Background: an optimization exercise with open tools, aiming at a short achievable clock period and few clock cycles per item. Do not read the settings as production practice. RTL that was checked went through simulation tests only; none was proved equivalent to the original. No activity file was given, so power comes from the tool's default toggle rates.

Setup of run 1:
// dram_controller
module dram_controller #
  (
    parameter   integer NUMBER_OF_COLUMNS = 8,
    parameter   integer NUMBER_OF_ROWS = 128,
    parameter   integer NUMBER_OF_BANKS = 8,
    parameter   integer REFRESH_RATE = 125,  
    parameter   integer CLK_FREQUENCY = 100,  
    parameter   integer U_DATA_WIDTH = 2,
    parameter   integer DRAM_DATA_WIDTH = 2,
    parameter integer COLUMN_WIDTH = $clog2(NUMBER_OF_COLUMNS/DRAM_DATA_WIDTH),
    parameter integer ROW_WIDTH = $clog2(NUMBER_OF_ROWS),
    parameter integer BANK_ID_WIDTH = $clog2(NUMBER_OF_BANKS),
    parameter integer U_ADDR_WIDTH = BANK_ID_WIDTH + ROW_WIDTH + COLUMN_WIDTH,
    parameter integer CYCLES_BETWEEN_REFRESH = CLK_FREQUENCY*REFRESH_RATE - 100,
    parameter integer DRAM_ADDR_WIDTH = ROW_WIDTH > COLUMN_WIDTH ? ROW_WIDTH : COLUMN_WIDTH,
    parameter integer REFRESH_COUNTER_WIDTH = $clog2(CYCLES_BETWEEN_REFRESH)
  )
  (
    input                         u_rst_n,
    input                         u_clk,
    input                         u_en,
    input   [U_ADDR_WIDTH-1:0]    u_addr,
    input   [U_DATA_WIDTH-1:0]    u_data_i,
    input                         u_cmd,
    output  [U_DATA_WIDTH-1:0]    u_data_o,
    output                        u_data_valid,
    output                        u_cmd_ack,
    output                        u_busy,
    input   [DRAM_DATA_WIDTH-1:0]   dram_rd_data,
    input                           dram_refresh_done,
    output  [DRAM_DATA_WIDTH-1:0]   dram_wr_data,
    output  [DRAM_ADDR_WIDTH-1:0]   dram_addr,
    output  [BANK_ID_WIDTH-1:0]     dram_bank_id,
    output                          dram_cs_n,
    output                          dram_ras_n,
    output                          dram_cas_n,
    output                          dram_we_n,
    output                          dram_clk_en
  );
    localparam integer REF_START = 12450;
    reg                         hv;
    reg [BANK_ID_WIDTH-1:0]     h_bank;
    reg [ROW_WIDTH-1:0]         h_row;
    reg [COLUMN_WIDTH-1:0]      h_col;
    reg                         h_wr;
  ...
Size: about 120 flip-flops, roughly 0.0057 mm2 of cells after synthesis.
export LEC_CHECK = 0
export CAP_MARGIN = 20
export CORE_MARGIN = 2
export CORE_UTILIZATION = 40
export SLEW_MARGIN = 20
create_clock -name core_clock -period 5.0 [get_ports {u_clk}]
run.sh (not shown) runs the stock make flow with config.mk's settings and CLKGATE_MAP_FILE= SYNTH_SCRIPT=/design/flow/synth_recipe.tcl, a recipe that flattens the netlist after the stock synthesis.
Run 1: flow completed, timing, DRC and antenna clean
Setup changes, run 1 to run 2
- ABC_CLOCK_PERIOD_IN_PS: unset -> 2000
- SETUP_SLACK_MARGIN: unset -> 3.2
==> summary.txt <==
- Routed wire length (run 2 vs. run 1) increases by more than 10%
- Per the comparison of run 2 with run 1, count of plain and timing-repair buffers shows an increase of 52, clock share of power shows no meaningful change.
- Setup slack after layout: run 2 higher than run 1
- Run 2 vs run 1, final setup skew went up by 0.0038 ns.
- In the flow results for run 2 and run 1, the number of search-and-repair iterations in the first detailed-routing pass is larger on run 2.
- Per the comparison of run 2 with run 1, end-of-flow core utilization went up by 7.1 points, area overhead of the layout relative to synthesis increased 17 points.
Setup changes, run 2 to run 3
- changing SETUP_SLACK_MARGIN from 3.2 to 2.5
--- outcome ---
Taking run 2 as the reference, in run 3 hold slack fell by 0.0057 ns, total power after layout fell by about 2%. ~same clock power in run 2 and run 3.
No functional check of the RTL was part of any run of this note.


Another version of the RTL of dram_controller (not shown whole).
Size: ~590 cells after synthesis, ~170 flip-flops, ~43 I/O pins, ~7200 sq um of cells after synthesis.
==> flow/design.v (excerpt) <==
module dram_controller #
  (
    parameter   integer NUMBER_OF_COLUMNS = 8,
    parameter   integer NUMBER_OF_ROWS = 128,
    parameter   integer NUMBER_OF_BANKS = 8,
    parameter   integer REFRESH_RATE = 125,  
    parameter   integer CLK_FREQUENCY = 100,  
    parameter   integer U_DATA_WIDTH = 2,
    parameter   integer DRAM_DATA_WIDTH = 2,
    parameter integer COLUMN_WIDTH = $clog2(NUMBER_OF_COLUMNS/DRAM_DATA_WIDTH),
    parameter integer ROW_WIDTH = $clog2(NUMBER_OF_ROWS),
    parameter integer BANK_ID_WIDTH = $clog2(NUMBER_OF_BANKS),
    parameter integer U_ADDR_WIDTH = BANK_ID_WIDTH + ROW_WIDTH + COLUMN_WIDTH,
    parameter integer CYCLES_BETWEEN_REFRESH = CLK_FREQUENCY*REFRESH_RATE - 100,
    parameter integer DRAM_ADDR_WIDTH = ROW_WIDTH > COLUMN_WIDTH ? ROW_WIDTH : COLUMN_WIDTH,
    parameter integer REFRESH_COUNTER_WIDTH = $clog2(CYCLES_BETWEEN_REFRESH)
  )
  (
    input                         u_rst_n,
    input                         u_clk,
    input                         u_en,
    input   [U_ADDR_WIDTH-1:0]    u_addr,
    input   [U_DATA_WIDTH-1:0]    u_data_i,
    input                         u_cmd,
    output  [U_DATA_WIDTH-1:0]    u_data_o,
    output                        u_data_valid,
    output                        u_cmd_ack,
    output                        u_busy,
    input   [DRAM_DATA_WIDTH-1:0]   dram_rd_data,
    input                           dram_refresh_done,
    output  [DRAM_DATA_WIDTH-1:0]   dram_wr_data,
    output  [DRAM_ADDR_WIDTH-1:0]   dram_addr,
    output  [BANK_ID_WIDTH-1:0]     dram_bank_id,
    output                          dram_cs_n,
    output                          dram_ras_n,
    output                          dram_cas_n,
    output                          dram_we_n,
    output                          dram_clk_en
  );
    localparam integer NB = NUMBER_OF_BANKS;
    localparam integer REF_BLOCKS = 97;    
    reg                         irv;
  ...
clock: 5.0 ns
lec_check: 0
abc_clock_period_in_ps: 1500
cap_margin: 20
core_margin: 2
core_utilization: 60
cts_cluster_diameter: 100
cts_cluster_size: 40
setup_slack_margin: 3.5
slew_margin: 20
The baseline completed without violations.
Testbench counts at the start, summed over its fixed seeds: cycles 244,277, items 160,000.
Edit:
Settings changed: CORE_UTILIZATION 60 to 40, CTS_CLUSTER_DIAMETER 100 to not set, CTS_CLUSTER_SIZE 40 to not set.
Effect:
- flip-flop and latch count does not change
- die area goes up by well over a third
- routed wire length goes down by a little under a tenth
- setup slack gets better by 74 ps
- design area increases slightly
- synthesized area is unchanged

==> re-timing with driven ports <==
In the flow no input, the clock included, has a driving cell. The finished layouts below were timed again as built, in two steps.
Step 1 (the two cells are an assumption about what drives the block):
set clk [get_ports {u_clk}]
set_driving_cell -lib_cell sky130_fd_sc_hd__clkbuf_16 $clk
set_driving_cell -lib_cell sky130_fd_sc_hd__buf_2 [delete_from_list [all_inputs] $clk]
Step 2 adds t to the input delays and takes it off the output delays; t is the mean of the earliest and latest rising clock arrival at the registers after step 1. Input paths then give back, and output paths get back, about the clock's delay inside the block.
a / b / c = no drivers / after step 1 / after step 2; a / b = the first two.
| run | shift t [ns] | setup WS [ns] | worst setup path at the end | clock arrival spread, ns | cell pins on the clock port's net |
|---|---|---|---|---|---|
| run 1 | 0.453 | 1.181 / 1.181 / 1.181 | register to register | 0.007 / 0.007 | 1 |
| run 2 | 0.468 | 2.440 / 2.440 / 2.334 | input to register | 0.010 / 0.010 | 1 |
| run 3 | 0.465 | 2.362 / 2.362 / 2.303 | input to register | 0.007 / 0.008 | 1 |
| the first run of note 2 | 0.473 | 3.059 / 3.059 / 3.019 | input to register | 0.009 / 0.009 | 1 |
| the second run of note 2 | 0.475 | 3.133 / 3.085 / 2.936 | input to register | 0.010 / 0.011 | 1 |
After both steps setup and hold are still met in every run listed. For the second run of note 2, which loses most, drivers alone change the setup slack by -0.048 ns; drivers and shift together by -0.197 ns.
